Background: an optimization exercise with open tools, aiming at small area and a short achievable clock period. Do not read the settings as production practice. Where RTL was checked, it was by simulation tests only, not by an equivalence proof against the original. Power figures rest on the tool's default switching activity, not on a simulated workload.

==> run a: inputs <==
## PipelinedRadix4BoothWallace32
module PipelinedRadix4BoothWallace32
(
    input logic clk,
    input logic run,
    input logic signedFlag,  
    input logic [32 - 1 : 0] multiplicand,
    input logic [32 - 1 : 0] multiplier,
    output logic [64 - 1 : 0] out
);
clock: 4.2 ns
lec_check: 0
abc_clock_period_in_ps: 2000
cap_margin: 20
core_margin: 2
core_utilization: 50
place_density: 0.65
setup_slack_margin: 1.7
slew_margin: 20
synth_hierarchical: 1
synth_minimum_keep_size: 0
run.sh (not shown) runs the stock make flow with config.mk's settings and CLKGATE_MAP_FILE= SYNTH_SCRIPT=/design/flow/synth_recipe.tcl, a recipe that flattens the netlist after the stock synthesis.
==> inputs of run b, as changes to run a <==
ABC_CLOCK_PERIOD_IN_PS = 1000   (was 2000)
==> comparison table <==
item                                                                                      run a       run b
Run status                                                             timing/DRC/antenna clean  timing/DRC/antenna clean
Worst-path maximum fanout                                                                     4           4
Floorplan row count                                                                         109         109
Depth of the critical timing path with buffers and inverters included                        12          12
Vias                                                                                      27767       27767
Clock transition time at the flip-flop clock pins of the worst setup and hold paths     0.06 ns     0.06 ns
Via count of the first global-routing pass                                                29408       29408
Part of the Yosys area used for sequential elements                                       0.439       0.439
Share of async-settable or async-resettable flops after synthesis                             0           0
Cell area after layout                                                                52200 µm²   52200 µm²
Routed wl met3                                                                         11000 µm    11000 µm
Flip-flop and latch count after synthesis                                                   647         647
Std-Cell Core Area                                                                    88000 µm²   88000 µm²
Final estimated routing congestion in global placement                                    0.890       0.890
Max_cap viols                                                                                 0           0
Share of cell area taken by flip-flops and latches                                        0.372       0.372
Cell type contributing the most total cell area after synthesis                        edfxtp_1    edfxtp_1
Post-route minimum period                                                               3.22 ns     3.22 ns
Cell-internal power                                                                    25900 µW    25900 µW
Worst setup path end                                                                  r4_hi[30]   r4_hi[30]
Total routed wirelength                                                               119000 µm   119000 µm
No run of this note included a check of the RTL's function; only the layout flow was run.

==> wip/ember: inputs <==
Another version of the RTL of PipelinedRadix4BoothWallace32 (not shown whole).
clock: 4.2 ns
lec_check: 0
cap_margin: 20
core_margin: 2
core_utilization: 50
place_density: 0.65
setup_slack_margin: 1.7
slew_margin: 20
synth_hierarchical: 1
synth_minimum_keep_size: 0
==> wip/juniper: changes against wip/ember <==
--- a/flow/design.v
+++ b/flow/design.v
@@ -1085,27 +1085,13 @@
 wire c1048;
 wire s1049;
 wire c1050;
 wire s1051;
 wire c1052;
 reg [63:0] r4_s;
-reg [6:0] r4_c;
-wire bg1, bp1;
-wire bg2, bp2;
-wire bg3, bp3;
-wire bg4, bp4;
-wire bg5, bp5;
-wire bg6, bp6;
-wire bg7, bp7;
-wire bg8, bp8;
-wire bg9, bp9;
-wire bg10, bp10;
-wire bg11, bp11;
-wire bg12, bp12;
-wire bg13, bp13;
-wire bg14, bp14;
+reg [2:0] r4_c;
 reg [63:0] r5;
 wire [32:0] ax = {signedFlag & multiplicand[31], multiplicand};
 wire [34:0] bx = {signedFlag & multiplier[31], signedFlag & multiplier[31], multiplier, 1'b0};
 wire [15:0] one_e, two_e, neg_e;
 assign one_e[0] = bx[1] ^ bx[0];
 assign two_e[0] = (bx[2] & ~bx[1] & ~bx[0]) | (~bx[2] & bx[1] & bx[0]);
@@ -2281,66 +2267,21 @@
 halfAdder ha_l6_31 (.x(r3[113]), .y(r3[114]), .sum(s1045), .cout(c1046));
 fullAdder fa_l6_477 (.x(r3[116]), .y(r3[117]), .cin(r3[118]), .sum(s1047), .cout(c1048));
 fullAdder fa_l6_478 (.x(r3[120]), .y(r3[121]), .cin(r3[122]), .sum(s1049), .cout(c1050));
 fullAdder fa_l6_479 (.x(r3[124]), .y(r3[125]), .cin(r3[126]), .sum(s1051), .cout(c1052));
 wire [63:0] opx = {r3[135], r3[134], r3[132], r3[131], r3[129], r3[128], c1052, s1051, c1050, s1049, c1048, s1047, c1046, c1044, c1042, c1040, c1038, c1036, c1034, c1032, c1030, c1028, c1026, c1024, c1022, c1020, c1018, c1016, c1014, c1012, c1010, c1008, c1006, c1004, c1002, c1000, c998, c996, c994, c992, c990, c988, c986, c984, c982, c980, c978, c976, c974, c972, c970, c968, c966, c964, c962, c960, s959, r3[7], r3[6], r3[5], r3[4], r3[3], r3[2], r3[0]};
 wire [63:0] opy = {r3[136], 1'b0, r3[133], 1'b0, r3[130], 1'b0, r3[127], 1'b0, r3[123], 1'b0, r3[119], 1'b0, r3[115], s1045, s1043, s1041, s1039, s1037, s1035, s1033, s1031, s1029, s1027, s1025, s1023, s1021, s1019, s1017, s1015, s1013, s1011, s1009, s1007, s1005, s1003, s1001, s999, s997, s995, s993, s991, s989, s987, s985, s983, s981, s979, s977, s975, s973, s971, s969, s967, s965, s963, s961, 1'b0, 1'b0, 1'b0, 1'b0, 1'b0, 1'b0, 1'b0, r3[1]};
-wire [8:0] bs0 = {1'b0, opx[7:0]} + {1'b0, opy[7:0]};
-wire [8:0] bs1 = {1'b0, opx[15:8]} + {1'b0, opy[15:8]};
-wire [8:0] bs2 = {1'b0, opx[23:16]} + {1'b0, opy[23:16]};
-wire [8:0] bs3 = {1'b0, opx[31:24]} + {1'b0, opy[31:24]};
-wire [8:0] bs4 = {1'b0, opx[39:32]} + {1'b0, opy[39:32]};
-wire [8:0] bs5 = {1'b0, opx[47:40]} + {1'b0, opy[47:40]};
-wire [8:0] bs6 = {1'b0, opx[55:48]} + {1'b0, opy[55:48]};
-wire [8:0] bs7 = {1'b0, opx[63:56]} + {1'b0, opy[63:56]};
-always_ff @(posedge clk) if (run) r4_s <= {bs7[7:0], bs6[7:0], bs5[7:0], bs4[7:0], bs3[7:0], bs2[7:0], bs1[7:0], bs0[7:0]};
-always_ff @(posedge clk) if (run) r4_c <= {bs6[8], bs5[8], bs4[8], bs3[8], bs2[8], bs1[8], bs0[8]};
-wire [7:0] ball;
-assign ball[0] = &r4_s[7:0];
-assign ball[1] = &r4_s[15:8];
-assign ball[2] = &r4_s[23:16];
-assign ball[3] = &r4_s[31:24];
-assign ball[4] = &r4_s[39:32];
-assign ball[5] = &r4_s[47:40];
-assign ball[6] = &r4_s[55:48];
-assign ball[7] = &r4_s[63:56];
-assign bg1 = r4_c[1] | (ball[1] & r4_c[0]);
-assign bp1 = ball[1] & ball[0];
-assign bg2 = r4_c[2] | (ball[2] & r4_c[1]);
-assign bp2 = ball[2] & ball[1];
-assign bg3 = r4_c[3] | (ball[3] & r4_c[2]);
-assign bp3 = ball[3] & ball[2];
-assign bg4 = r4_c[4] | (ball[4] & r4_c[3]);
-assign bp4 = ball[4] & ball[3];
-assign bg5 = r4_c[5] | (ball[5] & r4_c[4]);
-assign bp5 = ball[5] & ball[4];
-assign bg6 = r4_c[6] | (ball[6] & r4_c[5]);
-assign bp6 = ball[6] & ball[5];
-assign bg7 = bg2 | (bp2 & r4_c[0]);
-assign bp7 = bp2 & ball[0];
-assign bg8 = bg3 | (bp3 & bg1);
-assign bp8 = bp3 & bp1;
-assign bg9 = bg4 | (bp4 & bg2);
-assign bp9 = bp4 & bp2;
-assign bg10 = bg5 | (bp5 & bg3);
-assign bp10 = bp5 & bp3;
-assign bg11 = bg6 | (bp6 & bg4);
-assign bp11 = bp6 & bp4;
-assign bg12 = bg9 | (bp9 & r4_c[0]);
-assign bp12 = bp9 & ball[0];
-assign bg13 = bg10 | (bp10 & bg1);
-assign bp13 = bp10 & bp1;
-assign bg14 = bg11 | (bp11 & bg7);
-assign bp14 = bp11 & bp7;
-wire [7:0] bcin;
+wire [16:0] bs0 = {1'b0, opx[15:0]} + {1'b0, opy[15:0]};
+wire [16:0] bs1 = {1'b0, opx[31:16]} + {1'b0, opy[31:16]};
+wire [16:0] bs2 = {1'b0, opx[47:32]} + {1'b0, opy[47:32]};
+wire [16:0] bs3 = {1'b0, opx[63:48]} + {1'b0, opy[63:48]};
+always_ff @(posedge clk) if (run) r4_s <= {bs3[15:0], bs2[15:0], bs1[15:0], bs0[15:0]};
+always_ff @(posedge clk) if (run) r4_c <= {bs2[16], bs1[16], bs0[16]};
+wire [3:0] bcin;
 assign bcin[0] = 1'b0;
-assign bcin[1] = r4_c[0];
-assign bcin[2] = bg1;
-assign bcin[3] = bg7;
-assign bcin[4] = bg8;
-assign bcin[5] = bg12;
-assign bcin[6] = bg13;
-assign bcin[7] = bg14;
-wire [63:0] prod = {(r4_s[63] ^ (bcin[7] & (&r4_s[62:56]))), (r4_s[62] ^ (bcin[7] & (&r4_s[61:56]))), (r4_s[61] ^ (bcin[7] & (&r4_s[60:56]))), (r4_s[60] ^ (bcin[7] & (&r4_s[59:56]))), (r4_s[59] ^ (bcin[7] & (&r4_s[58:56]))), (r4_s[58] ^ (bcin[7] & (&r4_s[57:56]))), (r4_s[57] ^ (bcin[7] & (&r4_s[56:56]))), (r4_s[56] ^ bcin[7]), (r4_s[55] ^ (bcin[6] & (&r4_s[54:48]))), (r4_s[54] ^ (bcin[6] & (&r4_s[53:48]))), (r4_s[53] ^ (bcin[6] & (&r4_s[52:48]))), (r4_s[52] ^ (bcin[6] & (&r4_s[51:48]))), (r4_s[51] ^ (bcin[6] & (&r4_s[50:48]))), (r4_s[50] ^ (bcin[6] & (&r4_s[49:48]))), (r4_s[49] ^ (bcin[6] & (&r4_s[48:48]))), (r4_s[48] ^ bcin[6]), (r4_s[47] ^ (bcin[5] & (&r4_s[46:40]))), (r4_s[46] ^ (bcin[5] & (&r4_s[45:40]))), (r4_s[45] ^ (bcin[5] & (&r4_s[44:40]))), (r4_s[44] ^ (bcin[5] & (&r4_s[43:40]))), (r4_s[43] ^ (bcin[5] & (&r4_s[42:40]))), (r4_s[42] ^ (bcin[5] & (&r4_s[41:40]))), (r4_s[41] ^ (bcin[5] & (&r4_s[40:40]))), (r4_s[40] ^ bcin[5]), (r4_s[39] ^ (bcin[4] & (&r4_s[38:32]))), (r4_s[38] ^ (bcin[4] & (&r4_s[37:32]))), (r4_s[37] ^ (bcin[4] & (&r4_s[36:32]))), (r4_s[36] ^ (bcin[4] & (&r4_s[35:32]))), (r4_s[35] ^ (bcin[4] & (&r4_s[34:32]))), (r4_s[34] ^ (bcin[4] & (&r4_s[33:32]))), (r4_s[33] ^ (bcin[4] & (&r4_s[32:32]))), (r4_s[32] ^ bcin[4]), (r4_s[31] ^ (bcin[3] & (&r4_s[30:24]))), (r4_s[30] ^ (bcin[3] & (&r4_s[29:24]))), (r4_s[29] ^ (bcin[3] & (&r4_s[28:24]))), (r4_s[28] ^ (bcin[3] & (&r4_s[27:24]))), (r4_s[27] ^ (bcin[3] & (&r4_s[26:24]))), (r4_s[26] ^ (bcin[3] & (&r4_s[25:24]))), (r4_s[25] ^ (bcin[3] & (&r4_s[24:24]))), (r4_s[24] ^ bcin[3]), (r4_s[23] ^ (bcin[2] & (&r4_s[22:16]))), (r4_s[22] ^ (bcin[2] & (&r4_s[21:16]))), (r4_s[21] ^ (bcin[2] & (&r4_s[20:16]))), (r4_s[20] ^ (bcin[2] & (&r4_s[19:16]))), (r4_s[19] ^ (bcin[2] & (&r4_s[18:16]))), (r4_s[18] ^ (bcin[2] & (&r4_s[17:16]))), (r4_s[17] ^ (bcin[2] & (&r4_s[16:16]))), (r4_s[16] ^ bcin[2]), (r4_s[15] ^ (bcin[1] & (&r4_s[14:8]))), (r4_s[14] ^ (bcin[1] & (&r4_s[13:8]))), (r4_s[13] ^ (bcin[1] & (&r4_s[12:8]))), (r4_s[12] ^ (bcin[1] & (&r4_s[11:8]))), (r4_s[11] ^ (bcin[1] & (&r4_s[10:8]))), (r4_s[10] ^ (bcin[1] & (&r4_s[9:8]))), (r4_s[9] ^ (bcin[1] & (&r4_s[8:8]))), (r4_s[8] ^ bcin[1]), (r4_s[7] ^ (bcin[0] & (&r4_s[6:0]))), (r4_s[6] ^ (bcin[0] & (&r4_s[5:0]))), (r4_s[5] ^ (bcin[0] & (&r4_s[4:0]))), (r4_s[4] ^ (bcin[0] & (&r4_s[3:0]))), (r4_s[3] ^ (bcin[0] & (&r4_s[2:0]))), (r4_s[2] ^ (bcin[0] & (&r4_s[1:0]))), (r4_s[1] ^ (bcin[0] & (&r4_s[0:0]))), (r4_s[0] ^ bcin[0])};
+assign bcin[1] = r4_c[0] | ((&r4_s[15:0]) & bcin[0]);
+assign bcin[2] = r4_c[1] | ((&r4_s[31:16]) & bcin[1]);
+assign bcin[3] = r4_c[2] | ((&r4_s[47:32]) & bcin[2]);
+wire [63:0] prod = {(r4_s[63:48] + {15'b0, bcin[3]}), (r4_s[47:32] + {15'b0, bcin[2]}), (r4_s[31:16] + {15'b0, bcin[1]}), (r4_s[15:0] + {15'b0, bcin[0]})};
 always_ff @(posedge clk) if (run) r5 <= prod;
 assign out = r5;
 endmodule
==> summary of the runs <==
- wip/juniper ran to the end with no violations. wip/ember completed without violations.
- In wip/juniper the register-to-register slack is lower than in wip/ember, by 0.25 ns.
- Between wip/juniper and wip/ember, the lower clock power is in wip/juniper (gap about 7%, measured against wip/ember).
- Between wip/ember and wip/juniper, the lower sequential cell count is in wip/juniper (gap 4).
- Sequential power is about the same in wip/ember and wip/juniper.
- In wip/juniper the die area is larger than in wip/ember, by about 0.7%.
- In wip/juniper the global-route usage is higher than in wip/ember, by 0.69 points.
==> figures <==
item                                                     wip/ember  wip/juniper
Total of clock buffers placed in the layout                     92           90
Filler-free cell count of the finished design                 4427         4564
Number of global-route vias before repair                    27700        29200
Worst-margin pin slew                                     0.781 ns     0.844 ns
Number of vias per cell                                       5.96         6.11
Ratio of cells with drive above 1 in the final layout        0.138        0.167
Total power                                                37.4 mW      39.9 mW
Final design area excluding fillers                    0.0513 mm^2  0.0526 mm^2
Post-synthesis average cell area                         14.5 um^2    14.3 um^2
Outcome                                   timing/DRC/antenna clean  timing/DRC/antenna clean
Ant diodes                                                       0            2
Worst reg-to-reg path cell count                                 7            9
RePlAce Congestion                                           0.881        0.869
The RTL of wip/juniper was laid out without a check of its function.

-- static timing again, ports no longer ideal --
The flow's constraints put no driver on any port. The routed layouts listed below were extracted and timed again, unchanged, in two steps. Step 1 (the two cells are an assumption about what drives the block):
set clk [get_ports {clk}]
set_driving_cell -lib_cell sky130_fd_sc_hd__clkbuf_16 $clk
set_driving_cell -lib_cell sky130_fd_sc_hd__buf_2 [delete_from_list [all_inputs] $clk]
Step 2, shift: input delay + t, output delay - t, t = (earliest + latest rising clock arrival at the registers) / 2. This alone moves slack from input paths to output paths. Slacks: no drivers / after step 1 / after step 2; pairs: no drivers / after step 1.
run	shift t [ns]	setup slack, ns	slew at the worst register clock pin (ns)
run a	0.694	0.976 / 0.976 / 0.976	0.07 / 0.07
run b	0.694	0.976 / 0.976 / 0.976	0.07 / 0.07
wip/ember	0.702	1.665 / 1.665 / 1.665	0.07 / 0.07
wip/juniper	0.693	1.412 / 1.412 / 1.412	0.07 / 0.07
After both steps every run listed still meets setup and hold.
